Background: an optimization exercise with open tools, aiming at small area. Do not read the settings as production practice.
RTL that was checked went through simulation tests only; none was proved equivalent to the original.
No functional check of the RTL was part of runs 5 to 7.
The clock port is modelled as an ideal driver, which makes a skipped or thinned clock tree look cheaper than it is; a real chip needs a root buffer or a tree.
Power figures rest on the tool's default switching activity, not on a simulated workload.

==> design/flow/design.v <==
module prbs #(parameter N = 14) (
    input  logic [N-1:0] cur,
    output logic [N-1:0] nxt
);
    assign nxt = {cur[N-2:0], cur[13] ^ cur[4] ^ cur[2] ^ cur[0]};
endmodule
module sseg (
    input  logic        clk,
    input  logic        clear,
    input  logic [12:0] r,
    input  logic        show_r,    
    input  logic        show_hi,   
    input  logic        show_9,    
    output logic        phase,
    output logic [7:0]  sseg,
    output logic [7:0]  an
);
    logic [4:0] count;
    always_ff @(posedge clk, posedge clear)
        if (clear) count <= 5'd0;
        else       count <= count + 5'd1;
    assign phase = count[0];
    logic [1:0] digit_sel;
    assign digit_sel = count[4:3];
    logic [3:0] code;
    always_comb
        case (digit_sel)
            2'd0: code = r[3:0];
            2'd1: code = r[7:4];
            2'd2: code = r[11:8];
            default: code = {3'b100, r[12]};
        endcase
    logic [6:0] seg7;
    always_comb
        case (code)
            4'd0:  seg7 = 7'h10;  
            4'd1:  seg7 = 7'h00;  
            4'd2:  seg7 = 7'h78;  
            4'd3:  seg7 = 7'h02;  
            4'd4:  seg7 = 7'h12;  
            4'd5:  seg7 = 7'h19;  
            4'd6:  seg7 = 7'h30;  
            4'd7:  seg7 = 7'h24;  
            4'd8:  seg7 = 7'h79;  
            4'd9:  seg7 = 7'h40;  
            4'd10: seg7 = 7'h78;
            4'd11: seg7 = 7'h02;
            4'd12: seg7 = 7'h3B;
            4'd13: seg7 = 7'h38;
            4'd14: seg7 = 7'h30;
            default: seg7 = 7'h24;
        endcase
    always_comb begin
        if (show_r)                        sseg = {1'b1, seg7};
        else if (show_9)                   sseg = 8'h90;
        else if (show_hi && digit_sel == 2'd1) sseg = 8'hCF;  
        else if (show_hi && digit_sel == 2'd2) sseg = 8'h89;  
        else                               sseg = 8'hFF;
    end
    assign an = ~(8'b00000001 << digit_sel);
endmodule
module timer (
    input  logic clk,
    input  logic clear,
    input  logic start,
    input  logic stop,
    output logic led,
    output logic [7:0] sseg,
    output logic [7:0] an
);
    localparam logic [2:0] S_INIT  = 3'd0,
                           S_RAND  = 3'd1,
                           S_PA    = 3'd2,
                           S_PB    = 3'd3,
                           S_RST   = 3'd4,
                           S_LED   = 3'd5,
                           S_FIN   = 3'd6,
                           S_NINE  = 3'd7;
    logic [2:0]  st, nst;
    logic [13:0] r, r_n, r_step;
    logic [2:0]  q;
    logic        phase, tick;
    prbs #(14) lfsr (.cur(r), .nxt(r_step));
    sseg ss (
        .clk(clk), .clear(clear), .r(r[12:0]),
        .show_r(st == S_LED || st == S_FIN), .show_hi(st == S_INIT),
        .show_9(st == S_NINE), .phase(phase), .sseg(sseg), .an(an)
    );
    always_ff @(posedge clk, posedge clear)
        if (clear) q <= 3'b000;
        else       q <= {q[1] & ~q[0] & ~q[2], (q[0] | q[1]) & ~q[2], ~q[1]};
    assign tick = phase & q[2];
    logic        en, bcd;
    logic [14:0] b;
    logic [13:0] dec;
    assign bcd = (st == S_LED);
    assign en  = tick & (st == S_PA || st == S_PB || st == S_LED);
    always_comb begin
        b[0] = en;
        for (int i = 0; i < 14; i++) b[i+1] = b[i] & ~r[i];
        for (int i = 0; i < 14; i++) dec[i] = r[i] ^ b[i];
        for (int k = 0; k < 3; k++) begin
            dec[4*k+1] = dec[4*k+1] & ~(bcd & b[4*k+4]);
            dec[4*k+2] = dec[4*k+2] & ~(bcd & b[4*k+4]);
        end
    end
    logic done;
    assign done = (st == S_PA) ? (r[13:11] == 3'b111 && r[10:6] == 5'd0 && r[3:0] == 4'd0)
                               : (!r[12] && !r[10] && !r[8] && !r[2] && !r[1]);
    always_comb
        if (st == S_INIT)     r_n = r_step;
        else if (st == S_RST) r_n = (r | 14'h1189) & ~14'h0260;
        else                  r_n = dec;
    always_ff @(posedge clk, posedge clear)
        if (clear) r <= 14'd1;
        else       r <= r_n;
    logic ge13001;
    assign ge13001 = r[13] & r[12] & (r[11] | r[10] | (r[9] & (r[8] | (r[7] & r[6] &
                     (r[5] | r[4] | (r[3] & (r[2] | r[1] | r[0])))))));
    always_comb begin
        nst = st;
        case (st)
            S_INIT: if (start) nst = S_RAND;
            S_RAND: nst = ge13001 ? S_PB : S_PA;
            S_PA, S_PB:
                if (done)      nst = S_RST;
                else if (stop) nst = S_NINE;
            S_RST:  nst = S_LED;
            S_LED:  if (stop || !r[12]) nst = S_FIN;
            default: ;
        endcase
    end
    always_ff @(posedge clk, posedge clear)
        if (clear) st <= S_INIT;
        else       st <= nst;
    assign led = (st == S_LED);
endmodule
==> design/flow/flow/run.sh <==
#!/bin/bash
# Own layout flow: the standard flow (standard.sh) with three changes:
#  * ABC maps the logic with an area-only script (flow/abc_area_only.script,
#    instead of ORFS's, which buffers and upsizes for delay;
#  * no half/full-adder extraction before ABC and no buffers on pass-through
#    wires (ADDER_MAP_FILE empty, SYNTH_INSBUF 0);
#  * the port buffers are buf_1 cells.
# Synthesis is otherwise the standard flow's own (synth_recipe.tcl: no fsm/share passes,
# flattened, same register names). Each tool's output goes to a log here.
set -euo pipefail
W=$(pwd)
{
  echo 'proc abc {args} {'
  echo '  set i [lsearch -exact $args -script]'
  echo '  if {$i >= 0} { lset args [expr {$i + 1}] $::env(OWN_ABC_SCRIPT) }'
  echo '  yosys abc {*}$args'
  echo '}'
  cat "$W/synth_recipe.tcl"
} > "$W/own_synth.tcl"
export OWN_ABC_SCRIPT="$W/flow/abc_area_only.script"
sed -e "s|SYNTH_SCRIPT=[^ ]*synth_recipe.tcl|SYNTH_SCRIPT=$W/own_synth.tcl ADDER_MAP_FILE= SYNTH_INSBUF=0 'BUFFER_PORTS_ARGS=-buffer_cell sky130_fd_sc_hd__buf_1'|" \
  "$W/standard.sh" > "$W/own_standard.sh"
grep -q own_synth.tcl "$W/own_standard.sh"
bash "$W/own_standard.sh" > "$W/orfs_make.log" 2>&1
test -s "$W/out/final.def"
==> design/flow/flow/abc_area_only.script <==
strash
dch
amap
strash
dch
amap
topo
==> design/flow/standard.sh <==
#!/bin/bash
# synth_recipe.tcl (not shown) runs the flow's synth.tcl, then flattens the netlist and writes it again
# the make line also repeats each setting of config.mk as NAME=value (left out here)
make -C /OpenROAD-flow-scripts/flow DESIGN_CONFIG=/design/flow/config.mk WORK_HOME=/design/flow/orfs CLKGATE_MAP_FILE= SYNTH_SCRIPT=/design/flow/synth_recipe.tcl "${@:-finish}"
==> design/flow/config.mk <==
export PLATFORM = sky130hd
export DESIGN_NAME = timer
export DESIGN_NICKNAME = timer
export VERILOG_FILES = /design/flow/design.v
export SDC_FILE = /design/flow/constraint.sdc
export NUM_CORES = 4
export LEC_CHECK = 0
export ABC_AREA = 1
export CAP_MARGIN = 20
export CORE_MARGIN = 2
export CORE_UTILIZATION = 40
export CTS_BUF_LIST = sky130_fd_sc_hd__clkbuf_8
export SLEW_MARGIN = 20
==> design/flow/constraint.sdc <==
create_clock -name core_clock -period 13.0 [get_ports {clk}]
set_input_delay 2.6000 -clock core_clock [delete_from_list [all_inputs] [get_ports {clk}]]
set_output_delay 2.6000 -clock core_clock [all_outputs]
set_load 0.01 [all_outputs]
==> impl_metrics.json, run 1 <==
{
  "max_freq_mhz": 185,
  "rsz0062_at_grt": "no",
  "synth-xor-area-share_pct": 0,
  "power.total_uw": 222,
  "dp_cells": 266,
  "cts.clk_slew.worst_paths_ns": 0.09,
  "hold_class": "flip-flop to flip-flop",
  "cts.repair.resized": 0,
  "synthDistinctLibCells": 24,
  "cts_max_level": 1,
  "criticalPathCategory": "flip-flop to primary output",
  "instances_no_fill": 270,
  "synth_fa_ha_area_share_pct": 0,
  "area.sequential_um2": 627,
  "grt_max_degree": 26,
  "cts_hold_buf": 0,
  "die_y_um": 64.4,
  "wl_per_cell_um": 13.3,
  "min_from": "q[2]",
  "diodes": 0,
  "final_util_pct": 48.0,
  "cts_sinks": 25,
  "arrival_ns": 2.79,
  "wirelength_um": 3600,
  "r2r_slack_ns": 9.73,
  "fin_crit_ns": 5.39,
  "r2r-end": "r[13]",
  "final_nets": 229,
  "critPathLaunchType": "flip-flop",
  "synth.avg_cell_area_um2": 7.29,
  "cp-end-kind": "primary output",
  "hold_violations": 0,
  "drt_iter0_drc": 122,
  "maxSlewHeadroom_pct": 50.9,
  "run_status": "timing/DRC/antenna clean",
  "io_buffer_count": 15,
  "layout-drive-gt1-share_pct": 2.68,
  "crit_fanout": 13,
  "reg2reg_depth": 22,
  "drv_slew": 0,
  "route.detailed.drc": 0,
  "start_util_pct": 42.7,
  "grt_use_total_pct": 19.3,
  "first_global_vias": 1387,
  "vias_per_cell": 5.45,
  "gp_congestion": 0.888,
  "ys_warn_count": 2,
  "critPathLaunch": "st[1]",
  "hold_depth": 1,
  "n_fill_cell": 350,
  "tritoncts": "built",
  "ant_nets": 0,
  "finClkSkew_ns": 0.00997,
  "first_pass_iters": 4,
  "grt_pass1_wl_um": 6220,
  "vdd_ir_drop_max_v": 0.0000530,
  "synth_area_mm2": 0.00146,
  "clock_path_buffers": 2,
  "tightest_slew_ns": 0.734,
  "synth_top_family_by_area": "compound AO/OA/AOI/OAI gates",
  "ys_ff_latch": 25,
  "cts-buffers-inserted": 3,
  "area_growth_pct": 12.4,
  "seq_area_frac_synth_pct": 43.0,
  "synth-compound-area-share_pct": 28.7,
  "max-cap-violations": 0,
  "muxShareOfSynthArea_pct": 0,
  "cts_root_buf": "clkbuf_8",
  "clock_latency_ns": 0.28,
  "period_share_pct": 41.5,
  "io_pins": 21,
  "min_to": "q[1]",
  "tns_ns": 0,
  "p_leak_uw": 0.000645,
  "gr-total-overflow": 0,
  "antenna_found_initial": 0,
  "vias": 1472,
  "rows": 21,
  "synthCells": 200,
  "dpl.hpwl_um": 2760,
  "multiInputGateArea_um2": 712,
  "crit_required_ns": 10.40,
  "postCtsSetupBuffers": 0,
  "yosys.area_share.simple_pct": 18.8,
  "die_w_um": 64.4,
  "r2r_start": "st[0]",
  "coreArea_mm2": 0.00342,
  "setup_viol": 0,
  "p_per_area_mw_per_mm2": 135,
  "die_area_mm2": 0.00415
}
[worst max-delay path: stages, from the launching register on]
cell	delay (ns)
dfrtp_1	0.44
nor2_1	0.10
buf_4	0.21
clkinv_1	0.15
nor2_1	0.59
clkinv_1	0.43
o22ai_1	0.31
o21ai_0	0.13
buf_1	0.16
[metal layers]
layer  track usage, %  routed length (um)
met1             26.2                1720
met2             31.4                1650
met3             4.23                 214
met4             4.52                  18
met5                0                   0
[final cells by class]
cell class                 count  share of cell area (%)
timing repair buffer          16                    3.89
tap                           46                    3.51
clock inverter                 1                   0.229
clock buffer                   3                    2.52
inverter                      36                    8.24
multi-input combinational    143                    43.4
sequential                    25                    38.2
[registers in the layout (all words and copies together), names as in the netlist]
signal / flops
r: 14
ss.count: 5
q: 3
st: 3
[cells in the final DEF (no fill, tap or decap), drive strengths merged, types with 2 or more instances in the layout]
| master | instances |
|---|---|
| clkinv | 35 |
| o41ai | 2 |
| buf | 16 |
| a31oi | 2 |
| conb | 5 |
| a211oi | 4 |
| nand2 | 19 |
| a21oi | 22 |
| nor2 | 35 |
| o21a | 4 |
| o21ai | 21 |
| clkbuf | 3 |
| o22ai | 10 |
| dfrtp | 24 |
| nor3 | 8 |
| o31ai | 2 |
| inv | 2 |
[cell usage after synthesis, drive strengths merged]
cell type  number  area [um^2]
dfrtp          24          601
or2             1         6.26
o31ai           2         15.0
a31oi           2         12.5
a221oi          1         8.76
nor4            1         6.26
o32a            1         10.0
a32oi           1         8.76
clkinv         36          135
o21a            4         30.0
nor3            8         40.0
nor2b           1         6.26
a211oi          4         30.0
o41ai           2         17.5
o22a            1         8.76
dfstp           1         26.3
o21ai          21          105
nand4           1         6.26
o22ai          10         62.6
nand2b          1         6.26
a21oi          22          110
nand2          19         71.3
conb            1         3.75
nor2           35          131
[per-stage QoR]
step | setup slack (ns) | hold WS, ns | cell area (um^2)
floorplan | 8.23 | 0.410 | 1470
global placement | 8.10 | 0.435 | 1600
detailed placement | 7.97 | 0.431 | 1600
CTS | 7.67 | 0.454 | 1640
global route | 7.40 | 0.482 | 1640
finish | 7.61 | 0.450 | 1640
[power by group]
part | switching, uW | internal, uW
Clock | 25.4 | 21.2
Sequential | 4.87 | 82.5
Combinational | 59.8 | 27.8
[kinds of logic (layout without fill, tap and decap cells)]
| logic type | Yosys count | count (layout) |
|---|---|---|
| AO/OA/AOI/OAI | 71 | 71 |
| AND/OR/NAND/NOR | 67 | 67 |
| buffers and inverters | 36 | 56 |
| flip-flops | 25 | 25 |
| other | 1 | 5 |
[worst max-delay path by stage]
stage	end	slack [ns]	cells after the start
after floorplan	sseg[2]	8.23	6
after global placement	sseg[6]	8.10	8
after detailed placement	sseg[2]	7.97	8
after CTS	sseg[2]	7.67	8
after global routing	sseg[2]	7.40	8
final	sseg[2]	7.61	8
==> run 2, diff against run 1 <==
--- a/design/flow/flow/run.sh
+++ b/design/flow/flow/run.sh
@@ -20,3 +20,3 @@
 export OWN_ABC_SCRIPT="$W/flow/abc_area_only.script"
-sed -e "s|SYNTH_SCRIPT=[^ ]*synth_recipe.tcl|SYNTH_SCRIPT=$W/own_synth.tcl ADDER_MAP_FILE= SYNTH_INSBUF=0 'BUFFER_PORTS_ARGS=-buffer_cell sky130_fd_sc_hd__buf_1'|" \
+sed -e "s|SYNTH_SCRIPT=[^ ]*synth_recipe.tcl|SYNTH_SCRIPT=$W/own_synth.tcl ADDER_MAP_FILE= SYNTH_INSBUF=0 SKIP_REPAIR_TIE_FANOUT=1 'BUFFER_PORTS_ARGS=-buffer_cell sky130_fd_sc_hd__buf_1'|" \
   "$W/standard.sh" > "$W/own_standard.sh"
==> run 2 against run 1 <==
Effect of this change:
- still clean on timing, DRC and antenna
- flip-flop and latch count unchanged
- critical path depth did not move
- sequential share of layout area rose by 0.23 points
- sequential power is essentially flat
- cell area down 0.61%
- worst hold slack lost 0.0058 ns
- synthesized area stayed put
- synthesized cell count stayed put
- non-clock buffer count did not move
- first-iteration DRC count decreased by 12%
- combinational power about the same
- clock skew shrank 0.0017 ns
- critical path type unchanged
- critical endpoint unchanged
- largest cell class unchanged
- highest routed layer unchanged
==> impl_metrics.json, run 2 <==
{
  "run_status": "timing/DRC/antenna clean",
  "arrival_ns": 2.73,
  "tightest_slew_ns": 0.901,
  "cp-end-kind": "primary output",
  "reg_top3": "r: 14 flops, ss.count: 5 flops",
  "netlist_top_cells_area": "dfrtp_1 41%, clkinv_1 9.3%, nor2_1 9.0%",
  "synthDistinctLibCells": 24,
  "criticalPathCategory": "flip-flop to primary output",
  "crit_fanout": 13,
  "cts_sinks": 25,
  "wl_per_cell_um": 14.1,
  "hold_violations": 0,
  "period_share_pct": 41.0,
  "grt_pass1_wl_um": 6510,
  "synth_common_cells": "36 x clkinv_1, 35 x nor2_1, 24 x dfrtp_1, 22 x a21oi_1, 21 x o21ai_0",
  "layout-drive-gt1-share_pct": 2.73,
  "synth_area_mm2": 0.00146,
  "gr-total-overflow": 0,
  "p_per_area_mw_per_mm2": 139,
  "die_area_mm2": 0.00415,
  "tritoncts": "built",
  "maxSlewHeadroom_pct": 39.5,
  "cts.clk_slew.worst_paths_ns": 0.10,
  "coreArea_mm2": 0.00342,
  "diodes": 0,
  "tns_ns": 0,
  "r2r_slack_ns": 9.63,
  "finClkSkew_ns": 0.00823,
  "area_growth_pct": 11.7,
  "yosysTopAreaCellShare_pct": 41.2,
  "antenna_found_initial": 0,
  "drv_slew": 0,
  "r2r_start": "st[0]",
  "die_y_um": 64.4,
  "wirelength_um": 3740,
  "clock_path_buffers": 2,
  "synthCells": 200,
  "io_buffer_count": 15,
  "ys_ff_latch": 25,
  "cts.repair.resized": 0,
  "start_util_pct": 42.7,
  "final_nets": 225,
  "dpl.hpwl_um": 2900,
  "clock_latency_ns": 0.28,
  "synth_edf_count": 0,
  "first_global_vias": 1396,
  "largest_reg_flops": 14,
  "cts_max_level": 1,
  "ys_warn_count": 2,
  "min_from": "q[0]",
  "critPathLaunchType": "flip-flop",
  "grt_max_degree": 26,
  "route.detailed.drc": 0,
  "r2r-end": "r[13]",
  "postCtsSetupBuffers": 0,
  "crit_required_ns": 10.40,
  "drt_iter0_drc": 107,
  "fin_crit_ns": 5.33,
  "rows": 21,
  "mostFrequentLayoutCells": "36 x clkinv_1, 35 x nor2_1, 24 x dfrtp_1",
  "vdd_ir_drop_max_v": 0.0000616,
  "io_pins": 21,
  "ys.flop_type": "dfrtp_1",
  "synth.largest_area_cell": "dfrtp_1",
  "setup_viol": 0,
  "first_pass_iters": 4,
  "min_to": "q[2]",
  "reg2reg_depth": 22,
  "cts-buffers-inserted": 3,
  "holdWs_ns": 0.445,
  "max_freq_mhz": 188,
  "synth.avg_cell_area_um2": 7.29,
  "grt_use_total_pct": 20.1,
  "cts_root_buf": "clkbuf_8",
  "rsz0062_at_grt": "no",
  "synthArstFlopShare_pct": 100,
  "p_leak_uw": 0.000628,
  "gp_congestion": 0.963,
  "max-cap-violations": 0,
  "cts_hold_buf": 0,
  "seq_area_frac_synth_pct": 43.0,
  "layout_commonest_cell": "clkinv_1",
  "hold_depth": 1,
  "vias_per_cell": 5.53,
  "ant_nets": 0,
  "die_w_um": 64.4,
  "top_register": "r",
  "post-synth-top-count-cell": "clkinv_1",
  "hold_class": "flip-flop to flip-flop",
  "vias": 1471
}
run 2: worst max-delay path by stage:
stage	endpoint	start	depth (start not counted)
after global placement	sseg[6]	st[1]	8
after global routing	sseg[2]	st[1]	8
final	sseg[2]	st[1]	8
after CTS	sseg[2]	st[1]	8
after detailed placement	sseg[2]	st[1]	8
after floorplan	sseg[2]	st[1]	6
run 2: cells by family after synthesis:
group | Yosys count | synth area share (%)
flip-flops | 25 | 43.0
AND/OR/NAND/NOR | 67 | 18.8
AO/OA/AOI/OAI | 71 | 28.7
buffers and inverters | 36 | 9.26
other | 1 | 0.257
run 2: layer usage:
layer | routed length [um] | GRT usage (%)
met1 | 1760 | 28.1
met4 | 42 | 5.05
met2 | 1750 | 33.5
met3 | 182 | 2.29
met5 | 0 | 0
run 2: through the flow:
step	std cells	total power (uW)	utilization [%]	cell area, um^2	setup slack [ns]
6_report	266	226	47.7	1630	7.67
2_1_floorplan	200	147	-	1460	8.23
3_5_place_dp	262	175	46.3	1580	8.06
4_1_cts	266	226	47.7	1630	7.73
3_3_place_gp	262	173	46.3	1580	8.16
5_1_grt	266	241	47.7	1630	7.40
run 2: where the power goes:
| part | internal, uW | leakage, uW | switching (uW) |
|---|---|---|---|
| Sequential | 82.5 | 0.000298 | 4.81 |
| Combinational | 27.8 | 0.000305 | 59.6 |
| Clock | 22.6 | 0.0000261 | 28.6 |
run 2: layout make-up:
class                   count  area [um^2]
clock inverters             1         8.76
flip-flops and latches     25          627
inverters                  36          135
clock buffers               3         41.3
repair buffers             16         63.8
fillers                   354         1790
well taps                  46         57.6
multi-input cells         139          697
run 2: critical path, cell delays in order (launching register included):
cell      delay (ns)
dfrtp_1         0.43
nor2_1          0.10
buf_4           0.20
clkinv_1        0.13
nor2_1          0.56
clkinv_1        0.44
o22ai_1         0.28
o21ai_0         0.13
buf_1           0.17
==> run 3, diff against run 2 <==
--- a/design/flow/flow/run.sh
+++ b/design/flow/flow/run.sh
@@ -1,4 +1,4 @@
 #!/bin/bash
-# Own layout flow: the standard flow (standard.sh) with three changes:
-#  * ABC maps the logic with an area-only script (flow/abc_area_only.script,
+# Own layout flow: the standard flow (standard.sh) with these changes:
+#  * ABC maps the logic with an area-only script (flow/abc_area_only.script)
 #    instead of ORFS's, which buffers and upsizes for delay;
@@ -6,2 +6,4 @@
 #    wires (ADDER_MAP_FILE empty, SYNTH_INSBUF 0);
+#  * the constant outputs share synthesis's one tie cell
+#    (SKIP_REPAIR_TIE_FANOUT 1);
 #  * the port buffers are buf_1 cells.
==> run 3 against run 2 <==
Effect of this change:
- flip-flop and latch count unchanged
- utilization stayed put
- register-to-register slack about the same
- global-route usage is the same
- die area is the same
- critical path type unchanged
- critical endpoint unchanged
==> impl_metrics.json, run 3 <==
{
  "run_status": "timing/DRC/antenna clean",
  "critPathLaunch": "st[1]",
  "area_growth_pct": 11.7,
  "fin_crit_ns": 5.33,
  "cp-end-kind": "primary output",
  "synthDistinctLibCells": 24,
  "synth.largest_area_cell": "dfrtp_1",
  "p_leak_uw": 0.000628,
  "die_y_um": 64.4,
  "drt_iter0_drc": 107,
  "wl_per_cell_um": 14.1,
  "first_global_vias": 1396,
  "postCtsSetupBuffers": 0,
  "vias": 1471,
  "layout-drive-gt1-share_pct": 2.73,
  "criticalPathCategory": "flip-flop to primary output",
  "mostFrequentLayoutCells": "36 x clkinv_1, 35 x nor2_1, 24 x dfrtp_1",
  "critPathLaunchType": "flip-flop",
  "reg_top3": "r: 14 flops, ss.count: 5 flops",
  "wirelength_um": 3740,
  "crit_fanout": 13,
  "clock_path_buffers": 2,
  "route.detailed.drc": 0,
  "final_util_pct": 47.7,
  "reg2reg_depth": 22,
  "netlist_top_cells_area": "dfrtp_1 41%, clkinv_1 9.3%, nor2_1 9.0%",
  "post-synth-top-count-cell": "clkinv_1",
  "cts-buffers-inserted": 3,
  "crit_required_ns": 10.40,
  "r2r_slack_ns": 9.63,
  "vdd_ir_drop_max_v": 0.0000616,
  "maxSlewHeadroom_pct": 39.5,
  "n_fill_cell": 354,
  "ys.flop_type": "dfrtp_1",
  "die_area_mm2": 0.00415,
  "dpl.hpwl_um": 2900,
  "cts.repair.resized": 0,
  "io_pins": 21,
  "hold_class": "flip-flop to flip-flop",
  "antenna_found_initial": 0,
  "synthCells": 200,
  "clock_latency_ns": 0.28,
  "ys_warn_count": 2,
  "rows": 21,
  "coreArea_mm2": 0.00342,
  "rsz0062_at_grt": "no",
  "holdWs_ns": 0.445,
  "cts_sinks": 25,
  "critPathCapture": "sseg[2]",
  "final_nets": 225,
  "r2r-end": "r[13]",
  "synthArstFlopShare_pct": 100,
  "top_register": "r",
  "gr-total-overflow": 0,
  "max_freq_mhz": 188,
  "ant_nets": 0,
  "seq_area_frac_synth_pct": 43.0,
  "synth_edf_count": 0,
  "cts_hold_buf": 0,
  "p_per_area_mw_per_mm2": 139,
  "tightest_slew_ns": 0.901,
  "period_share_pct": 41.0,
  "r2r_start": "st[0]",
  "max-cap-violations": 0,
  "hold_violations": 0,
  "instances_no_fill": 266,
  "diodes": 0,
  "dp_cells": 262,
  "io_buffer_count": 15,
  "synth_area_mm2": 0.00146,
  "tritoncts": "built",
  "yosysTopAreaCellShare_pct": 41.2,
  "grt_max_degree": 26,
  "ys_ff_latch": 25,
  "layout_commonest_cell": "clkinv_1",
  "synth_common_cells": "36 x clkinv_1, 35 x nor2_1, 24 x dfrtp_1, 22 x a21oi_1, 21 x o21ai_0",
  "die_w_um": 64.4,
  "grt_use_total_pct": 20.1,
  "cts_max_level": 1,
  "arrival_ns": 2.73,
  "tns_ns": 0,
  "cts.clk_slew.worst_paths_ns": 0.10,
  "vias_per_cell": 5.53,
  "drv_slew": 0,
  "synth.avg_cell_area_um2": 7.29,
  "cts_root_buf": "clkbuf_8",
  "finClkSkew_ns": 0.00823,
  "largest_reg_flops": 14,
  "setup_viol": 0,
  "first_pass_iters": 4,
  "grt_pass1_wl_um": 6510,
  "gp_congestion": 0.963,
  "start_util_pct": 42.7
}
[run 3: cell counts in the layout (fill, tap and decap cells not counted)]
No cell type changed its count.
[run 3: through the flow]
step	setup WS [ns]	power, uW	area (um^2)
finish	7.67	226	1630
global route	7.40	241	1630
CTS	7.73	226	1630
detailed placement	8.06	175	1580
global placement	8.16	173	1580
floorplan	8.23	147	1460
[run 3: cells by family after synthesis]
| family | Yosys count | synth area share [%] |
|---|---|---|
| AO/OA/AOI/OAI | 71 | 28.7 |
| buffers and inverters | 36 | 9.26 |
| flip-flops | 25 | 43.0 |
| other | 1 | 0.257 |
| AND/OR/NAND/NOR | 67 | 18.8 |
[run 3: final cells by class]
cell class	instances	area (um^2)	share of cell area, %
inverters	36	135	8.29
multi-input cells	139	697	42.7
clock buffers	3	41.3	2.53
well taps	46	57.6	3.53
repair buffers	16	63.8	3.91
clock inverters	1	8.76	0.537
flip-flops and latches	25	627	38.4
[run 3: worst min path at each step]
| stage | end | slack, ns | start | depth (start not counted) |
|---|---|---|---|---|
| 5_1_grt | q[2] | 0.47 | q[0] | 1 |
| 4_1_cts | q[2] | 0.44 | q[0] | 1 |
| 3_5_place_dp | q[2] | 0.43 | q[0] | 1 |
| 3_3_place_gp | q[2] | 0.42 | q[0] | 1 |
| 2_1_floorplan | q[2] | 0.41 | q[0] | 1 |
| 6_report | q[2] | 0.44 | q[0] | 1 |
[run 3: worst max-delay path, cell delays in order, from the launching register on]
cell	delay [ns]
dfrtp_1	0.43
nor2_1	0.10
buf_4	0.20
clkinv_1	0.13
nor2_1	0.56
clkinv_1	0.44
o22ai_1	0.28
o21ai_0	0.13
buf_1	0.17
[run 3: where the power goes]
group	switching [uW]	internal [uW]	total, uW	leakage (uW)
sequential	4.81	82.5	87.4	0.000298
clock	28.6	22.6	51.2	0.0000261
combinational	59.6	27.8	87.3	0.000305
total	93.0	133	226	0.000628
[run 3: metal layers]
metal  up-vias  GRT usage, %  wire (um)
met5         -             0          0
li1        733             -          -
met3         6          2.29        182
met4         0          5.05         42
met2        39          33.5       1750
met1       693          28.1       1760
==> run 4, diff against run 3 <==
--- a/design/flow/design.v
+++ b/design/flow/design.v
@@ -74,3 +74,2 @@
                            S_PB    = 3'd3,
-                           S_RST   = 3'd4,
                            S_LED   = 3'd5,
@@ -81,3 +80,3 @@
     logic [2:0]  q;
-    logic        phase, tick;
+    logic        phase, tick, one;
     prbs #(14) lfsr (.cur(r), .nxt(r_step));
@@ -91,3 +90,4 @@
         else       q <= {q[1] & ~q[0] & ~q[2], (q[0] | q[1]) & ~q[2], ~q[1]};
-    assign tick = phase & q[2];
+    assign tick = phase & q[2];        
+    assign one  = phase & q[0] & ~q[1];  
     logic        en, bcd;
@@ -109,5 +109,7 @@
                                : (!r[12] && !r[10] && !r[8] && !r[2] && !r[1]);
+    logic go_led;
+    assign go_led = (st == S_PA || st == S_PB) && done && one;
     always_comb
         if (st == S_INIT)     r_n = r_step;
-        else if (st == S_RST) r_n = (r | 14'h1189) & ~14'h0260;
+        else if (go_led)      r_n = (r | 14'h1189) & ~14'h0260;
         else                  r_n = dec;
@@ -125,5 +127,5 @@
             S_PA, S_PB:
-                if (done)      nst = S_RST;
-                else if (stop) nst = S_NINE;
-            S_RST:  nst = S_LED;
+                if (done) begin
+                    if (go_led) nst = S_LED;
+                end else if (stop) nst = S_NINE;
             S_LED:  if (stop || !r[12]) nst = S_FIN;
==> run 4 against run 3 <==
Effect of this change:
- flip-flop and latch count is the same
- fmax grew 0.59%
- clock skew shrank 0.0058 ns
- clock-buffer cell count is the same
- synthesized cell count shrank 3.0%
- critical endpoint unchanged
- critical path depth shrank 3
- sequential power grew about 60%
- largest cell class unchanged
- first-iteration DRC count shrank 24%
- non-clock buffer count shrank 1
- via count grew 0.54%
- routed wire length shrank 1.9%
==> impl_metrics.json, run 4 <==
{
  "run_status": "timing/DRC/antenna clean",
  "vias_per_cell": 5.71,
  "cts_hold_buf": 0,
  "gp_congestion": 0.851,
  "postCtsSetupBuffers": 0,
  "period_share_pct": 40.7,
  "worstPathCellList": "nor3_1 > clkinv_1 > o21ai_0 > o21ai_0 > buf_1",
  "reg2reg_depth": 17,
  "final_util_pct": 47.6,
  "synth.largest_area_cell": "dfrtp_1",
  "ys_ff_latch": 25,
  "grt_pass1_wl_um": 6350,
  "fin_crit_ns": 5.30,
  "arrival_ns": 2.70,
  "clock_path_buffers": 2,
  "drv_slew": 0,
  "crit_required_ns": 10.40,
  "critPathLaunchType": "flip-flop",
  "ant_nets": 0,
  "vias": 1479,
  "gr-total-overflow": 0,
  "area_growth_pct": 11.1,
  "setup_viol": 0,
  "die_area_mm2": 0.00416,
  "synthCells": 194,
  "max-cap-violations": 0,
  "final_nets": 218,
  "io_pins": 21,
  "p_per_area_mw_per_mm2": 235,
  "die_y_um": 64.5,
  "reg_top3": "r: 14 flops, ss.count: 5 flops",
  "ys.flop_type": "dfrtp_1",
  "netlist_top_cells_area": "dfrtp_1 41%, nor2_1 8.2%, o21ai_0 7.5%",
  "tightest_slew_ns": 0.867,
  "io_buffer_count": 15,
  "first_pass_iters": 4,
  "layout_commonest_cell": "nor2_1",
  "grt_max_degree": 26,
  "cts-buffers-inserted": 3,
  "synth_edf_count": 0,
  "maxSlewHeadroom_pct": 41.8,
  "top_register": "r",
  "max_freq_mhz": 189,
  "wl_per_cell_um": 14.2,
  "yosysTopAreaCellShare_pct": 41.1,
  "cpMostUsedCell": "o21ai_0",
  "synth.avg_cell_area_um2": 7.54,
  "ys_warn_count": 2,
  "synth_common_cells": "32 x nor2_1, 29 x clkinv_1, 24 x dfrtp_1, 22 x o21ai_0, 21 x nand2_1",
  "hold_depth": 1,
  "die_w_um": 64.5,
  "start_util_pct": 42.8,
  "cts_max_level": 1,
  "tritoncts": "built",
  "coreArea_mm2": 0.00342,
  "hold_class": "flip-flop to flip-flop",
  "vdd_ir_drop_max_v": 0.0000976,
  "synthArstFlopShare_pct": 100,
  "diodes": 0,
  "seq_area_frac_synth_pct": 42.9,
  "cp_slowest_cell": "nor3_1",
  "rows": 21,
  "rsz0062_at_grt": "no",
  "route.detailed.drc": 0,
  "post-synth-top-count-cell": "nor2_1",
  "finClkSkew_ns": 0.00243,
  "layout-drive-gt1-share_pct": 2.35,
  "wirelength_um": 3670,
  "clock_latency_ns": 0.27,
  "hold_violations": 0,
  "cts.clk_slew.worst_paths_ns": 0.09,
  "p_leak_uw": 0.000594,
  "r2r_slack_ns": 9.49,
  "antenna_found_initial": 0,
  "cts_sinks": 25,
  "grt_use_total_pct": 19.7,
  "first_global_vias": 1405,
  "cts_root_buf": "clkbuf_8",
  "criticalPathCategory": "flip-flop to primary output",
  "dpl.hpwl_um": 2940,
  "drt_iter0_drc": 81,
  "mostFrequentLayoutCells": "32 x nor2_1, 29 x clkinv_1, 24 x dfrtp_1",
  "cp-end-kind": "primary output",
  "crit_fanout": 12,
  "tns_ns": 0,
  "largest_reg_flops": 14,
  "synth_area_mm2": 0.00146,
  "cts.repair.resized": 0,
  "synthDistinctLibCells": 27,
  "cpPeakStageDelay_ns": 0.69
}
-- run 4: metrics by stage --
stage	instance area [um^2]	instances	setup slack [ns]	hold slack, ns	power, uW
global route	1630	259	7.34	0.496	416
global placement	1580	255	8.23	0.438	328
detailed placement	1580	255	8.03	0.452	332
finish	1630	259	7.70	0.458	382
CTS	1630	259	7.73	0.468	380
floorplan	1460	194	8.63	0.425	275
-- run 4: cells by family after synthesis --
group | Yosys count | synth area share (%)
and+or+nand+nor | 70 | 20.1
AOI/OAI and AO/OA | 68 | 28.7
buffers and inverters | 29 | 7.44
DFF | 25 | 42.9
xor gates and xnor gates | 1 | 0.599
other | 1 | 0.256
-- run 4: final cells by class --
cell class / count / area, um^2
clock buffers: 3 / 41.3
clock inverters: 1 / 7.51
fillers: 359 / 1790
inverters: 29 / 109
multi-input cells: 140 / 727
flip-flops and latches: 25 / 627
well taps: 46 / 57.6
repair buffers: 15 / 56.3
-- run 4: routing by layer --
metal / GRT usage (%) / vias to the layer above / wire (um)
met3: 2.08 / 9 / 251
met2: 31.9 / 56 / 1660
met5: 0 / - / 0
met4: 6.91 / 0 / 86
li1: - / 719 / -
met1: 27.7 / 695 / 1680
-- run 4: final timing paths --
kind                           end  start
max                        sseg[2]  st[2]
min                           q[2]   q[0]
max reg2reg                  r[13]  st[1]
min reg2reg                   q[2]   q[0]
max in group asynchronous     r[7]  clear
min in group asynchronous    st[0]  clear
-- run 4: power breakdown --
| part | switching, uW | leakage [uW] | total [uW] | internal, uW |
|---|---|---|---|---|
| clock network | 25.9 | 0.0000217 | 47.7 | 21.8 |
| logic | 123 | 0.000279 | 193 | 70.3 |
| registers | 35.2 | 0.000293 | 140 | 105 |
| total | 184 | 0.000594 | 382 | 197 |
-- run 4: critical path: cells and delay by family, from the launching register on --
kind            cells  cell delay [ns]
compound gates      2             0.53
buf+inv             2             0.73
simple gates        1             0.69
flops               1             0.47
==> run 5, diff against run 4 <==
--- a/design/flow/design.v
+++ b/design/flow/design.v
@@ -75,3 +75,3 @@
                            S_LED   = 3'd5,
-                           S_FIN   = 3'd6,
+                           S_FIN   = 3'd4,
                            S_NINE  = 3'd7;
==> run 5 against run 4 <==
Effect of this change:
- still clean
- worst hold slack lost 0.011 ns
- clock skew grew 0.0032 ns
- critical path depth is the same
- synthesized cell count grew 2.1%
- combinational power grew 5%
- largest cell class unchanged
- largest power group unchanged
==> impl_metrics.json, run 5 <==
{
  "synth-compound-area-share_pct": 29.4,
  "synth.avg_cell_area_um2": 7.44,
  "drv_slew": 0,
  "p_clk_share_pct": 11.6,
  "max_freq_mhz": 195,
  "rows": 22,
  "grt_max_degree": 26,
  "clock_latency_ns": 0.27,
  "mostFrequentLayoutCells": "37 x nor2_1, 32 x clkinv_1, 25 x o21ai_0",
  "crit_fanout": 12,
  "drt_iter0_drc": 76,
  "coreArea_mm2": 0.00361,
  "cts_sinks": 25,
  "tns_ns": 0,
  "tritoncts": "built",
  "die_w_um": 64.7,
  "r2r-end": "r[13]",
  "post-synth-top-count-cell": "nor2_1",
  "grt_use_total_pct": 18.5,
  "crit_required_ns": 10.40,
  "synth_top_family_by_area": "compound AO/OA/AOI/OAI gates",
  "ys_ff_latch": 25,
  "io_pins": 21,
  "layout_commonest_cell": "nor2_1",
  "criticalPathCategory": "flip-flop to primary output",
  "vias": 1438,
  "max-cap-violations": 0,
  "netlist_top_cells_area": "dfrtp_1 41%, nor2_1 9.4%, o21ai_0 8.5%",
  "ys.flop_type": "dfrtp_1",
  "synth-xor-area-share_pct": 0,
  "cts.repair.resized": 0,
  "layout-drive-gt1-share_pct": 1.84,
  "multiInputGateArea_um2": 726,
  "netSwitchingPower_uw": 184,
  "die_y_um": 64.7,
  "synth_edf_count": 0,
  "cts.clk_slew.worst_paths_ns": 0.08,
  "hold_class": "flip-flop to flip-flop",
  "start_util_pct": 40.8,
  "tightest_slew_ns": 0.870,
  "reg2reg_depth": 25,
  "cp-end-kind": "primary output",
  "hold_violations": 0,
  "vdd_ir_drop_max_v": 0.0000781,
  "final_nets": 222,
  "postCtsSetupBuffers": 0,
  "muxShareOfSynthArea_pct": 0,
  "setup_viol": 0,
  "fin_crit_ns": 5.12,
  "p_seq_share_pct": 35.9,
  "synthArstFlopShare_pct": 100,
  "p_per_area_mw_per_mm2": 236,
  "vias_per_cell": 5.43,
  "area.sequential_um2": 627,
  "combPwrFrac_pct": 52.5,
  "period_share_pct": 39.4,
  "critPathCapture": "sseg[6]",
  "antenna_found_initial": 0,
  "yosys.area_share.simple_pct": 19.6,
  "clock_path_buffers": 2,
  "area_growth_pct": 11.0,
  "run_status": "timing/DRC/antenna clean",
  "arrival_ns": 2.52,
  "synth_area_mm2": 0.00147,
  "maxSlewHeadroom_pct": 41.6,
  "wirelength_um": 3530,
  "cts_hold_buf": 0,
  "synthDistinctLibCells": 28,
  "rsz0062_at_grt": "no",
  "holdWs_ns": 0.447,
  "route.detailed.drc": 0,
  "n_fill_cell": 385,
  "yosysTopAreaCellShare_pct": 40.8,
  "cts-buffers-inserted": 3,
  "top_register": "r",
  "synth.largest_area_cell": "dfrtp_1",
  "first_pass_iters": 4,
  "reg_top3": "r: 14 flops, ss.count: 5 flops",
  "grt_pass1_wl_um": 6070,
  "cts_root_buf": "clkbuf_8",
  "largest_reg_flops": 14,
  "finClkSkew_ns": 0.00562,
  "diodes": 0,
  "ant_nets": 0,
  "synth_fa_ha_area_share_pct": 0,
  "critPathLaunchType": "flip-flop",
  "first_global_vias": 1329,
  "seq_area_frac_synth_pct": 42.6,
  "synthCells": 198,
  "gr-total-overflow": 0,
  "synth_common_cells": "37 x nor2_1, 32 x clkinv_1, 25 x o21ai_0, 24 x dfrtp_1, 18 x nand2_1",
  "r2r_start": "st[0]",
  "swShare_pct": 47.5,
  "wl_per_cell_um": 13.3,
  "dpl.hpwl_um": 2820,
  "cts_max_level": 1,
  "io_buffer_count": 15,
  "internal-power_uw": 203,
  "p_leak_uw": 0.000611,
  "ys_warn_count": 2,
  "final_util_pct": 45.3,
  "r2r_slack_ns": 9.25,
  "critPathLaunch": "st[2]",
  "gp_congestion": 0.814,
  "die_area_mm2": 0.00418
}
[run 5: changes by cell type after synthesis, moves of 3 or more]
cell and delta:
clkinv_1 +3, o32ai_1 +3, nand2_1 -3, o22ai_1 -6, o21ai_0 +3, nor2_1 +5
[run 5: power by group through the flow]
stage / combinational (uW) / sequential (uW) / clock, uW
3_3_place_gp: 205 / 139 / 0
6_report: 203 / 139 / 44.7
2_1_floorplan: 156 / 130 / 0
3_5_place_dp: 204 / 140 / 0
5_1_grt: 236 / 142 / 50.0
4_1_cts: 205 / 138 / 46.0
[run 5: worst max-delay path, stage by stage (launching register included)]
cell and delay (ns):
dfrtp_1 0.46, nor3_1 0.56, clkinv_1 0.54, o21ai_0 0.41, o21ai_0 0.13, buf_1 0.14
[run 5: kinds of logic after synthesis]
kind of cell | count (synthesis)
compound gates | 70
buf+inv | 32
flops | 25
other cells | 1
simple gates | 70
[run 5: metrics by stage]
stage | power (uW) | instance area [um^2] | instances | setup WS, ns
final | 386 | 1630 | 265 | 7.88
after global routing | 428 | 1630 | 265 | 7.60
after CTS | 389 | 1630 | 265 | 7.85
after detailed placement | 344 | 1590 | 261 | 8.16
after global placement | 345 | 1590 | 261 | 8.20
after floorplan | 286 | 1470 | 198 | 8.46
[run 5: per-layer routing]
layer,vias up,global-route usage [%],share of wire (%)
li1,736,-,-
met1,665,25.7,49
met2,28,29.6,45
met3,9,2.26,3.4
met4,0,6.91,2.6
met5,-,0,0
[run 5: worst min-delay path by stage]
stage | from | to | slack, ns | cells past startpoint
4_1_cts | q[2] | q[1] | 0.45 | 1
5_1_grt | q[2] | q[1] | 0.48 | 1
2_1_floorplan | q[0] | q[2] | 0.42 | 1
3_5_place_dp | q[2] | q[1] | 0.44 | 1
6_report | q[2] | q[1] | 0.45 | 1
3_3_place_gp | q[2] | q[1] | 0.44 | 1
[run 5: cell type report]
class | count | share of cell area (%)
Tap cell | 48 | 3.68
Timing Repair Buffer | 15 | 3.45
Clock buffer | 3 | 2.53
Multi-Input combinational cell | 141 | 44.4
Sequential cell | 25 | 38.4
Inverter | 32 | 7.35
Clock inverter | 1 | 0.230
==> run 6, diff against run 5 <==
--- a/design/flow/design.v
+++ b/design/flow/design.v
@@ -71,8 +71,8 @@
     localparam logic [2:0] S_INIT  = 3'd0,
-                           S_RAND  = 3'd1,
-                           S_PA    = 3'd2,
-                           S_PB    = 3'd3,
-                           S_LED   = 3'd5,
-                           S_FIN   = 3'd4,
-                           S_NINE  = 3'd7;
+                           S_RAND  = 3'd2,
+                           S_PA    = 3'd6,
+                           S_PB    = 3'd7,
+                           S_LED   = 3'd4,
+                           S_FIN   = 3'd1,
+                           S_NINE  = 3'd5;
     logic [2:0]  st, nst;
==> run 6 against run 5 <==
Effect of this change:
- final cell count shrank 0.75%
- utilization is essentially flat
- sequential power shrank 44%
- register-to-register slack gained 0.39 ns
- total power shrank 68%
- clock power shrank 1%
- synthesized cell count shrank 1.0%
- fmax grew 4.3%
- non-clock buffer count is the same
- worst hold slack gained 0.011 ns
- largest cell class unchanged
==> impl_metrics.json, run 6 <==
{
  "drv_slew": 0,
  "coreArea_mm2": 0.00361,
  "hold_class": "flip-flop to flip-flop",
  "r2r_slack_ns": 9.64,
  "grt_max_degree": 26,
  "critPathLaunchType": "flip-flop",
  "p_leak_uw": 0.000621,
  "synthDistinctLibCells": 28,
  "gp_congestion": 0.827,
  "gr-total-overflow": 0,
  "seq_area_frac_synth_pct": 42.6,
  "power.total_uw": 124,
  "dp_cells": 259,
  "criticalPathCategory": "flip-flop to primary output",
  "placed_cell_area_mm2": 0.00159,
  "setup_viol": 0,
  "dpl.hpwl_um": 2690,
  "vdd_ir_drop_max_v": 0.0000395,
  "synth.avg_cell_area_um2": 7.51,
  "min_to": "q[1]",
  "antenna_found_initial": 0,
  "clock_latency_ns": 0.26,
  "crit_required_ns": 10.40,
  "fin_crit_ns": 4.91,
  "tritoncts": "built",
  "p_clk_share_pct": 35.6,
  "vias_per_cell": 5.43,
  "swShare_pct": 20.4,
  "io_pins": 21,
  "combPwrFrac_pct": 1.9,
  "tightest_slew_ns": 0.884,
  "ant_nets": 0,
  "postCtsSetupBuffers": 0,
  "post-synth-top-count-cell": "nor2_1",
  "cts_max_level": 1,
  "die_y_um": 64.7,
  "grt_use_total_pct": 18.0,
  "setup_ws_ns": 8.09,
  "mostFrequentLayoutCells": "40 x nor2_1, 33 x clkinv_1, 24 x dfrtp_1",
  "cts.clk_slew.worst_paths_ns": 0.09,
  "instances_no_fill": 263,
  "design_area_mm2": 0.00163,
  "finClkSkew_ns": 0.00698,
  "synthArstFlopShare_pct": 100,
  "period_share_pct": 37.8,
  "die_w_um": 64.7,
  "internal-power_uw": 99.0,
  "grt_pass1_wl_um": 5930,
  "largest_reg_flops": 14,
  "cts_root_buf": "clkbuf_8",
  "layout_commonest_cell": "nor2_1",
  "layout-drive-gt1-share_pct": 1.86,
  "hold_depth": 1,
  "place_ws_ns": 8.40,
  "route.detailed.drc": 0,
  "first_global_vias": 1287,
  "first_pass_iters": 4,
  "netlist_top_cells_area": "dfrtp_1 41%, nor2_1 10%, clkinv_1 8.4%",
  "tns_ns": 0,
  "diodes": 0,
  "io_buffer_count": 15,
  "area_growth_pct": 11.0,
  "synthCells": 196,
  "cts.repair.resized": 0,
  "yosysTopAreaCellShare_pct": 40.8,
  "synth.largest_area_cell": "dfrtp_1",
  "wl_per_cell_um": 13.1,
  "synth_common_cells": "40 x nor2_1, 33 x clkinv_1, 24 x dfrtp_1, 18 x nand2_1, 15 x o21ai_0",
  "vias": 1428,
  "die_area_mm2": 0.00418,
  "arrival_ns": 2.31,
  "cts_hold_buf": 0,
  "reg_top3": "r: 14 flops, ss.count: 5 flops",
  "start_util_pct": 40.8,
  "ys.flop_type": "dfrtp_1",
  "hold_violations": 0,
  "synth_edf_count": 0,
  "ys_warn_count": 2,
  "crit_fanout": 13,
  "min_from": "q[2]",
  "r2r_start": "st[2]",
  "drt_iter0_drc": 99,
  "netSwitchingPower_uw": 25.3,
  "rsz0062_at_grt": "no",
  "cp-end-kind": "primary output",
  "maxSlewHeadroom_pct": 40.7,
  "synth_area_mm2": 0.00147,
  "p_seq_share_pct": 62.5,
  "cts-buffers-inserted": 3,
  "wirelength_um": 3460,
  "p_per_area_mw_per_mm2": 76.1,
  "clock_path_buffers": 2,
  "reg2reg_depth": 20,
  "final_nets": 220,
  "run_status": "timing/DRC/antenna clean",
  "max_freq_mhz": 204,
  "cts_sinks": 25,
  "top_register": "r",
  "r2r-end": "r[13]",
  "n_fill_cell": 386,
  "rows": 22,
  "ys_ff_latch": 25,
  "max-cap-violations": 0
}
==> run 6: power by group through the flow <==
stage	Combinational [uW]	Clock [uW]	Sequential [uW]
after floorplan	1.78	0	79.2
after global placement	2.60	0	79.2
after detailed placement	2.59	0	79.2
after CTS	2.59	46.7	77.7
after global routing	2.99	50.3	77.7
final	2.42	44.2	77.7
==> run 6: stage by stage <==
step	hold WS (ns)	utilization, %
6_report	0.458	45.3
5_1_grt	0.477	45.3
3_3_place_gp	0.443	44.0
3_5_place_dp	0.449	44.0
2_1_floorplan	0.424	-
4_1_cts	0.462	45.3
==> run 6: kinds of logic after synthesis <==
group	Yosys count	synth area share [%]
buffers and inverters	33	8.42
AO/OA/AOI/OAI	63	27.7
other	1	0.255
flip-flops	25	42.6
AND/OR/NAND/NOR	74	21.0
==> run 6: final cells by class <==
type	instances	area, um^2	area share [%]
inverter	33	124	7.59
clock buffer	3	41.3	2.53
tap	48	60.1	3.68
clock inverter	1	3.75	0.230
timing repair buffer	15	56.3	3.45
sequential	25	627	38.4
multi-input combinational	138	721	44.1
==> run 6: worst max-delay path by stage <==
stage / cells past startpoint / startpoint / endpoint / slack [ns]
global route: 7 / ss.count[3] / sseg[6] / 7.79
global placement: 7 / ss.count[3] / sseg[6] / 8.34
floorplan: 6 / ss.count[3] / sseg[6] / 8.65
detailed placement: 7 / ss.count[3] / sseg[6] / 8.40
CTS: 7 / st[0] / sseg[5] / 8.09
finish: 7 / st[0] / sseg[5] / 8.09
==> run 6: layer usage <==
layer / track usage (%) / up-vias / wire, um
met5: 0 / - / 0
met4: 4.79 / 0 / 33
met3: 2.78 / 4 / 157
met2: 29.4 / 35 / 1590
met1: 25.0 / 659 / 1670
li1: - / 730 / -
==> run 6: worst max-delay path: stages, from the launching register on <==
cell	delay (ns)
dfrtp_1	0.43
nor2_1	0.16
clkinv_1	0.10
nor2_1	0.35
clkinv_1	0.44
a21oi_1	0.31
o22ai_1	0.11
buf_1	0.14
==> run 7, diff against run 6 <==
--- a/design/flow/design.v
+++ b/design/flow/design.v
@@ -72,7 +72,7 @@
                            S_RAND  = 3'd2,
-                           S_PA    = 3'd6,
-                           S_PB    = 3'd7,
-                           S_LED   = 3'd4,
-                           S_FIN   = 3'd1,
-                           S_NINE  = 3'd5;
+                           S_PA    = 3'd7,
+                           S_PB    = 3'd6,
+                           S_LED   = 3'd1,
+                           S_FIN   = 3'd3,
+                           S_NINE  = 3'd4;
     logic [2:0]  st, nst;
==> run 7 against run 6 <==
Effect of this change:
- still clean
- fmax down 5.2%
- flip-flop and latch count unchanged
- total power rose to 3.1 times the previous value
- routed wire length up 3.6%
- critical path depth unchanged
- cell area up 0.15%
- critical path type unchanged
- largest power group is now combinational logic
==> impl_metrics.json, run 7 <==
{
  "run_status": "timing/DRC/antenna clean",
  "clock_path_buffers": 2,
  "arrival_ns": 2.58,
  "post-synth-top-count-cell": "nor2_1",
  "maxSlewHeadroom_pct": 40.9,
  "grt_pass1_wl_um": 6310,
  "synth.largest_area_cell": "dfrtp_1",
  "final_nets": 223,
  "cp-end-kind": "primary output",
  "synth_common_cells": "40 x nor2_1, 38 x clkinv_1, 24 x dfrtp_1, 18 x o21ai_0",
  "combPwrFrac_pct": 52.4,
  "drt_iter0_drc": 104,
  "cpPeakStageDelay_ns": 0.48,
  "ys_warn_count": 2,
  "p_seq_share_pct": 35.8,
  "vias_per_cell": 5.38,
  "route.detailed.drc": 0,
  "vias": 1432,
  "io_buffer_count": 15,
  "cts_max_level": 1,
  "cts_sinks": 25,
  "layout_commonest_cell": "nor2_1",
  "ant_nets": 0,
  "tightest_slew_ns": 0.881,
  "tns_ns": 0,
  "coreArea_mm2": 0.00361,
  "wirelength_um": 3580,
  "cts.repair.resized": 0,
  "hold_class": "flip-flop to flip-flop",
  "synthArstFlopShare_pct": 100,
  "crit_fanout": 11,
  "gp_congestion": 0.948,
  "synthDistinctLibCells": 26,
  "yosysTopAreaCellShare_pct": 40.8,
  "grt_use_total_pct": 19.4,
  "synth.avg_cell_area_um2": 7.40,
  "wl_per_cell_um": 13.5,
  "rsz0062_at_grt": "no",
  "postCtsSetupBuffers": 0,
  "synthCells": 199,
  "dpl.hpwl_um": 2880,
  "critPathLaunchType": "flip-flop",
  "synth_area_mm2": 0.00147,
  "worstPathCellList": "nor2_1 > clkinv_1 > nor2_1 > clkinv_1 > o21ai_0 > o31ai_1 > buf_1",
  "p_leak_uw": 0.000612,
  "ys.flop_type": "dfrtp_1",
  "first_global_vias": 1319,
  "setup_viol": 0,
  "reg_top3": "r: 14 flops, ss.count: 5 flops",
  "crit_required_ns": 10.40,
  "die_w_um": 64.7,
  "first_pass_iters": 4,
  "hold_violations": 0,
  "max_freq_mhz": 193,
  "period_share_pct": 39.9,
  "internal-power_uw": 200,
  "r2r_slack_ns": 8.73,
  "fin_crit_ns": 5.18,
  "cts-buffers-inserted": 3,
  "gr-total-overflow": 0,
  "layout-drive-gt1-share_pct": 2.29,
  "antenna_found_initial": 0,
  "drv_slew": 0,
  "vdd_ir_drop_max_v": 0.0000841,
  "mostFrequentLayoutCells": "40 x nor2_1, 38 x clkinv_1, 24 x dfrtp_1",
  "p_per_area_mw_per_mm2": 234,
  "rows": 22,
  "io_pins": 21,
  "cts.clk_slew.worst_paths_ns": 0.09,
  "criticalPathCategory": "flip-flop to primary output",
  "die_y_um": 64.7,
  "grt_max_degree": 26,
  "diodes": 0,
  "start_util_pct": 40.8,
  "netSwitchingPower_uw": 183,
  "swShare_pct": 47.7,
  "top_register": "r",
  "die_area_mm2": 0.00418,
  "clock_latency_ns": 0.27,
  "seq_area_frac_synth_pct": 42.6,
  "power.total_uw": 383,
  "cts_hold_buf": 0,
  "ys_ff_latch": 25,
  "cts_root_buf": "clkbuf_8",
  "cp_slowest_cell": "clkinv_1",
  "tritoncts": "built",
  "area_growth_pct": 11.0,
  "max-cap-violations": 0,
  "netlist_top_cells_area": "dfrtp_1 41%, nor2_1 10%, clkinv_1 9.7%",
  "finClkSkew_ns": 0.00403,
  "synth_edf_count": 0,
  "p_clk_share_pct": 11.9,
  "largest_reg_flops": 14
}
run 7: power by group through the flow:
stage                     sequential, uW  clock [uW]  combinational [uW]
after floorplan                      129           0                 153
after global placement               138           0                 202
after detailed placement             137           0                 200
after CTS                            136        47.9                 200
after global routing                 140        51.2                 230
final                                137        45.5                 200
run 7: cells by family (layout without fill, tap and decap cells):
logic type / Yosys count / after routing / synth area share (%)
buf+inv: 38 / 57 / 9.69
simple gates: 68 / 68 / 18.9
other cells: 1 / 1 / 0.255
compound gates: 67 / 67 / 28.5
flops: 25 / 25 / 42.6
run 7: worst paths after layout:
path | startpoint | endpoint | cells after the start
worst max-delay path | st[2] | sseg[2] | 7
worst min-delay path | q[0] | q[2] | 1
worst max register to register | st[0] | r[13] | 24
worst min register to register | q[0] | q[2] | 1
max in group asynchronous | clear | r[8] | 2
min in group asynchronous | clear | ss.count[1] | 2
run 7: area by class of cell:
class	count	area [um^2]
Timing Repair Buffer	15	56.3
Clock inverter	1	5.00
Tap cell	48	60.1
Clock buffer	3	41.3
Sequential cell	25	627
Inverter	38	143
Fill cell	376	1970
Multi-Input combinational cell	136	703
run 7: worst max-delay path: cells and delay by family, from the launching register on:
kind                   cells  cell delay (ns)
buffers and inverters      3             0.74
AND/OR/NAND/NOR            2             0.62
AO/OA/AOI/OAI              2             0.52
flip-flops                 1             0.42
run 7: metrics by stage:
step                setup WS (ns)  utilization, %  cells  hold slack, ns  cell area (um^2)
finish                       7.82            45.4    266           0.468              1640
global route                 7.54            45.4    266           0.505              1640
CTS                          7.83            45.4    266           0.466              1640
detailed placement           8.15            44.1    262           0.448              1590
global placement             8.07            44.1    262           0.449              1590
floorplan                    8.59               -    199           0.424              1470
run 7: layer usage:
metal / vias up / part of all wire, % / wire (um) / track usage [%]
li1: 737 / - / - / -
met1: 657 / 51 / 1820 / 28.5
met2: 32 / 44 / 1570 / 28.8
met3: 6 / 3.2 / 116 / 2.78
met4: 0 / 2.0 / 71 / 7.98
met5: - / 0 / 0 / 0
==> run 8, diff against run 7 <==
--- a/design/flow/design.v
+++ b/design/flow/design.v
@@ -71,8 +71,8 @@
     localparam logic [2:0] S_INIT  = 3'd0,
-                           S_RAND  = 3'd2,
-                           S_PA    = 3'd7,
-                           S_PB    = 3'd6,
-                           S_LED   = 3'd1,
-                           S_FIN   = 3'd3,
-                           S_NINE  = 3'd4;
+                           S_RAND  = 3'd1,
+                           S_PA    = 3'd2,
+                           S_PB    = 3'd3,
+                           S_LED   = 3'd5,
+                           S_FIN   = 3'd6,
+                           S_NINE  = 3'd7;
     logic [2:0]  st, nst;
--- a/design/flow/flow/run.sh
+++ b/design/flow/flow/run.sh
@@ -22,3 +22,3 @@
 export OWN_ABC_SCRIPT="$W/flow/abc_area_only.script"
-sed -e "s|SYNTH_SCRIPT=[^ ]*synth_recipe.tcl|SYNTH_SCRIPT=$W/own_synth.tcl ADDER_MAP_FILE= SYNTH_INSBUF=0 SKIP_REPAIR_TIE_FANOUT=1 'BUFFER_PORTS_ARGS=-buffer_cell sky130_fd_sc_hd__buf_1'|" \
+sed -e "s|SYNTH_SCRIPT=[^ ]*synth_recipe.tcl|SYNTH_SCRIPT=$W/own_synth.tcl ADDER_MAP_FILE= SYNTH_INSBUF=0 SKIP_REPAIR_TIE_FANOUT=1 POST_CTS_TCL=/flow/post_cts.tcl 'BUFFER_PORTS_ARGS=-buffer_cell sky130_fd_sc_hd__buf_1'|" \
   "$W/standard.sh" > "$W/own_standard.sh"
==> design/flow/flow/post_cts.tcl (new file) <==
# Collapse the clock tree that CTS built into its root buffer: the design
# has only a few flip-flops, which the one buffer drives within the slew
# limit. Every flip-flop then gets its clock through the same buffer.
set block [ord::get_db_block]
set clk_net [[$block findBTerm clk] getNet]
set roots {}
foreach it [$clk_net getITerms] { lappend roots [$it getInst] }
if {[llength $roots] != 1} { error "expected one clock root buffer, found [llength $roots]" }
set root [lindex $roots 0]
set root_out [[$root findITerm X] getNet]
set moved 0
set removed 0
set again 1
while {$again} {
  set again 0
  foreach it [$root_out getITerms] {
    set inst [$it getInst]
    if {$inst == $root} { continue }
    set m [[$inst getMaster] getName]
    if {[string match "sky130_fd_sc_hd__clkbuf_*" $m] || [string match "sky130_fd_sc_hd__buf_*" $m]} {
      set out [[$inst findITerm X] getNet]
      foreach s [$out getITerms] {
        if {[$s getInst] != $inst} { $s disconnect; $s connect $root_out; incr moved }
      }
      odb::dbInst_destroy $inst
      odb::dbNet_destroy $out
      incr removed
      set again 1
      break
    }
  }
}
# dummy loads left on the clock net (inverters with no output load)
foreach it [$root_out getITerms] {
  set inst [$it getInst]
  set m [[$inst getMaster] getName]
  if {[string match "sky130_fd_sc_hd__clkinv*" $m]} {
    set y [$inst findITerm Y]
    if {[$y getNet] == "NULL" || [llength [[$y getNet] getITerms]] <= 1} {
      set yn [$y getNet]
      odb::dbInst_destroy $inst
      if {$yn != "NULL"} { odb::dbNet_destroy $yn }
      incr removed
    }
  }
}
puts "post_cts: removed $removed clock tree cells, moved $moved sinks to [$root getName] ([[$root getMaster] getName])"
detailed_placement
estimate_parasitics -placement
report_clock_min_period
report_check_types -max_slew -max_capacitance -violators
==> run 8 against run 7 <==
Effect of this change:
- the flow now stops in clock tree synthesis
- synthesized area shrank 0.68%
- synthesized cell count shrank 2.5%
==> impl_metrics.json, run 8 <==
{
  "die_y_um": 64.5,
  "io_pins": 21,
  "synthDistinctLibCells": 27,
  "rows": 21,
  "synthCells": 194,
  "gp_congestion": 0.851,
  "run_status": "stopped before the end",
  "synth_area_mm2": 0.00146,
  "die_w_um": 64.5,
  "yosysTopAreaCellShare_pct": 41.1,
  "seq_area_frac_synth_pct": 42.9,
  "dpl.hpwl_um": 2940,
  "netlist_top_cells_area": "dfrtp_1 41%, nor2_1 8.2%, o21ai_0 7.5%",
  "synth_edf_count": 0,
  "ys_ff_latch": 25,
  "cts_sinks": 25,
  "synth.largest_area_cell": "dfrtp_1",
  "synth_common_cells": "32 x nor2_1, 29 x clkinv_1, 24 x dfrtp_1, 22 x o21ai_0, 21 x nand2_1",
  "stop_stage": "clock tree synthesis",
  "io_buffer_count": 15,
  "error": "Error: cts.tcl, 90 couldn't read file \"/flow/post_cts.tcl\": no such file or directory",
  "synthArstFlopShare_pct": 100,
  "ys_warn_count": 2,
  "placed_cell_area_mm2": 0.00158,
  "ys.flop_type": "dfrtp_1",
  "start_util_pct": 42.8,
  "synth.avg_cell_area_um2": 7.54,
  "post-synth-top-count-cell": "nor2_1"
}
[run 8: cell count changes after synthesis, sizes merged, moves of 3 or more]
cell / change
clkinv: -9
nor2: -8
nand2: +6
o21ai: +4
a221oi: -3
[run 8: worst max path at each step]
stage | start | to
3_3_place_gp | st[2] | sseg[1]
3_5_place_dp | st[2] | sseg[2]
2_1_floorplan | ss.count[3] | sseg[1]
[run 8: power by group through the flow]
stage / Sequential, uW / Combinational (uW) / Clock, uW
floorplan: 130 / 144 / 0
global placement: 140 / 188 / 0
detailed placement: 140 / 192 / 0
[run 8: stage by stage]
stage	cells	total power (uW)	hold slack (ns)	setup slack [ns]	utilization, %
floorplan	194	275	0.425	8.63	-
global placement	255	328	0.438	8.23	46.2
detailed placement	255	332	0.452	8.03	46.2
[run 8: logic make-up after synthesis]
family          Yosys count  share of synthesized area [%]
simple gates             70                           20.1
compound gates           68                           28.7
buf+inv                  29                           7.44
flops                    25                           42.9
xor+xnor                  1                          0.599
other cells               1                          0.256
==> run 9, diff against run 8 <==
--- a/design/flow/flow/run.sh
+++ b/design/flow/flow/run.sh
@@ -22,3 +22,3 @@
 export OWN_ABC_SCRIPT="$W/flow/abc_area_only.script"
-sed -e "s|SYNTH_SCRIPT=[^ ]*synth_recipe.tcl|SYNTH_SCRIPT=$W/own_synth.tcl ADDER_MAP_FILE= SYNTH_INSBUF=0 SKIP_REPAIR_TIE_FANOUT=1 POST_CTS_TCL=/flow/post_cts.tcl 'BUFFER_PORTS_ARGS=-buffer_cell sky130_fd_sc_hd__buf_1'|" \
+sed -e "s|SYNTH_SCRIPT=[^ ]*synth_recipe.tcl|SYNTH_SCRIPT=$W/own_synth.tcl ADDER_MAP_FILE= SYNTH_INSBUF=0 SKIP_REPAIR_TIE_FANOUT=1 POST_CTS_TCL=$W/flow/post_cts.tcl 'BUFFER_PORTS_ARGS=-buffer_cell sky130_fd_sc_hd__buf_1'|" \
   "$W/standard.sh" > "$W/own_standard.sh"
--- a/design/flow/flow/post_cts.tcl
+++ b/design/flow/flow/post_cts.tcl
@@ -46,2 +46,5 @@
 }
+# a stronger root buffer keeps the flip-flops' clock slew low
+set strong [[ord::get_db] findMaster sky130_fd_sc_hd__clkbuf_16]
+$root swapMaster $strong
 puts "post_cts: removed $removed clock tree cells, moved $moved sinks to [$root getName] ([[$root getMaster] getName])"
==> run 9 against run 8 <==
Effect of this change:
- synthesized area is the same
- synthesized cell count is the same
- now clean on timing, DRC and antenna
==> impl_metrics.json, run 9 <==
{
  "die_area_mm2": 0.00416,
  "synth-compound-area-share_pct": 28.7,
  "r2r_start": "st[1]",
  "first_pass_iters": 5,
  "drt_iter0_drc": 119,
  "layout-drive-gt1-share_pct": 0.952,
  "p_leak_uw": 0.000584,
  "first_global_vias": 1387,
  "r2r_slack_ns": 9.48,
  "synth-xor-area-share_pct": 0.599,
  "setup_viol": 0,
  "finClkSkew_ns": 0.00427,
  "cts_sinks": 25,
  "start_util_pct": 42.8,
  "synthArstFlopShare_pct": 100,
  "hold_class": "flip-flop to flip-flop",
  "dpl.hpwl_um": 2940,
  "maxSlewHeadroom_pct": 41.6,
  "seq_area_frac_synth_pct": 42.9,
  "synth_top_family_by_area": "compound AO/OA/AOI/OAI gates",
  "synth_area_mm2": 0.00146,
  "critPathTopFamily": "buffers and inverters",
  "post-synth-top-count-cell": "nor2_1",
  "netlist_top_cells_area": "dfrtp_1 41%, nor2_1 8.2%, o21ai_0 7.5%",
  "cpPeakStageDelay_ns": 0.69,
  "vias_per_cell": 5.73,
  "run_status": "timing/DRC/antenna clean",
  "arrival_ns": 2.55,
  "gp_congestion": 0.851,
  "ant_nets": 0,
  "place_ws_ns": 8.03,
  "cp-end-kind": "primary output",
  "hold_depth": 1,
  "die_w_um": 64.5,
  "yosys.area_share.simple_pct": 20.1,
  "design_area_mm2": 0.00160,
  "setup_ws_ns": 7.85,
  "critPathLaunch": "st[2]",
  "clock_latency_ns": 0.16,
  "diodes": 0,
  "muxShareOfSynthArea_pct": 0,
  "cts.clk_slew.worst_paths_ns": 0.10,
  "area_growth_pct": 9.50,
  "antenna_found_initial": 0,
  "min_to": "q[2]",
  "synthDistinctLibCells": 27,
  "gr-total-overflow": 0,
  "criticalPathCategory": "flip-flop to primary output",
  "placed_cell_area_mm2": 0.00158,
  "ys.flop_type": "dfrtp_1",
  "ys_warn_count": 2,
  "synth_common_cells": "32 x nor2_1, 29 x clkinv_1, 24 x dfrtp_1, 22 x o21ai_0, 21 x nand2_1",
  "io_pins": 21,
  "drv_slew": 0,
  "rows": 21,
  "die_y_um": 64.5,
  "min_from": "q[0]",
  "final_util_pct": 46.9,
  "mostFrequentLayoutCells": "32 x nor2_1, 29 x clkinv_1, 24 x dfrtp_1",
  "crit_required_ns": 10.40,
  "hold_violations": 0,
  "vdd_ir_drop_max_v": 0.0000978,
  "wirelength_um": 3670,
  "largest_reg_flops": 14,
  "wl_per_cell_um": 14.3,
  "fin_crit_ns": 5.15,
  "p_per_area_mw_per_mm2": 229,
  "max_freq_mhz": 194,
  "reg2reg_depth": 17,
  "n_fill_cell": 357
}
[run 9: cell counts after synthesis]
Identical to the previous run, type by type.
[run 9: worst max path at each step]
stage	to	slack, ns	depth (start not counted)
3_5_place_dp	sseg[2]	8.03	5
3_3_place_gp	sseg[1]	8.23	5
5_1_grt	sseg[1]	7.45	5
2_1_floorplan	sseg[1]	8.63	8
6_report	sseg[2]	7.85	5
[run 9: cells by family (layout without fill, tap and decap cells)]
logic type / count (synthesis) / count (layout)
DFF: 25 / 25
and+or+nand+nor: 70 / 70
AOI/OAI and AO/OA: 68 / 68
xor gates and xnor gates: 1 / 1
buffers and inverters: 29 / 45
other: 1 / 1
[run 9: layout make-up]
cell class | count | area (um^2) | share of cell area [%]
clock buffer | 1 | 25.0 | 1.56
inverter | 29 | 109 | 6.80
multi-input combinational | 140 | 727 | 45.4
sequential | 25 | 627 | 39.1
tap | 46 | 57.6 | 3.59
timing repair buffer | 15 | 56.3 | 3.52
[run 9: power breakdown]
part	internal (uW)	switching, uW
logic	70.3	123
clock network	14.2	19.3
registers	105	35.1
total	190	177
[run 9: through the flow]
stage	hold slack, ns	power (uW)
2_1_floorplan	0.425	275
3_3_place_gp	0.438	328
3_5_place_dp	0.452	332
5_1_grt	0.497	402
6_report	0.463	367
[run 9: worst register-to-register path, cell delays in order (launching register included)]
cell	delay, ns
dfrtp_1	0.41
clkinv_1	0.13
nand2_1	0.13
nor2_1	0.21
nor2_1	0.10
nor2_1	0.17
nand2_1	0.12
nor2_1	0.18
nand2_1	0.11
nor2_1	0.18
nand2_1	0.12
nor3_1	0.39
nand2_1	0.16
nor2_1	0.30
nand2_1	0.14
nor2_1	0.19
a211oi_1	0.10
a221o_1	0.27
[run 9: routing by layer]
metal / up-vias / global-route usage [%] / routed length [um]
met5: - / 0 / 0
met4: 0 / 4.26 / 73
met3: 12 / 1.74 / 257
met2: 56 / 35.9 / 1690
met1: 677 / 30.3 / 1650
li1: 723 / - / -

Check on run 9: ideal ports give 7.850 ns setup slack; a clkbuf_16 on the clock port and buf_2 on the inputs give 7.822 ns; moving port delays by the midpoint clock arrival (0.184 ns) as well gives 8.006 ns.
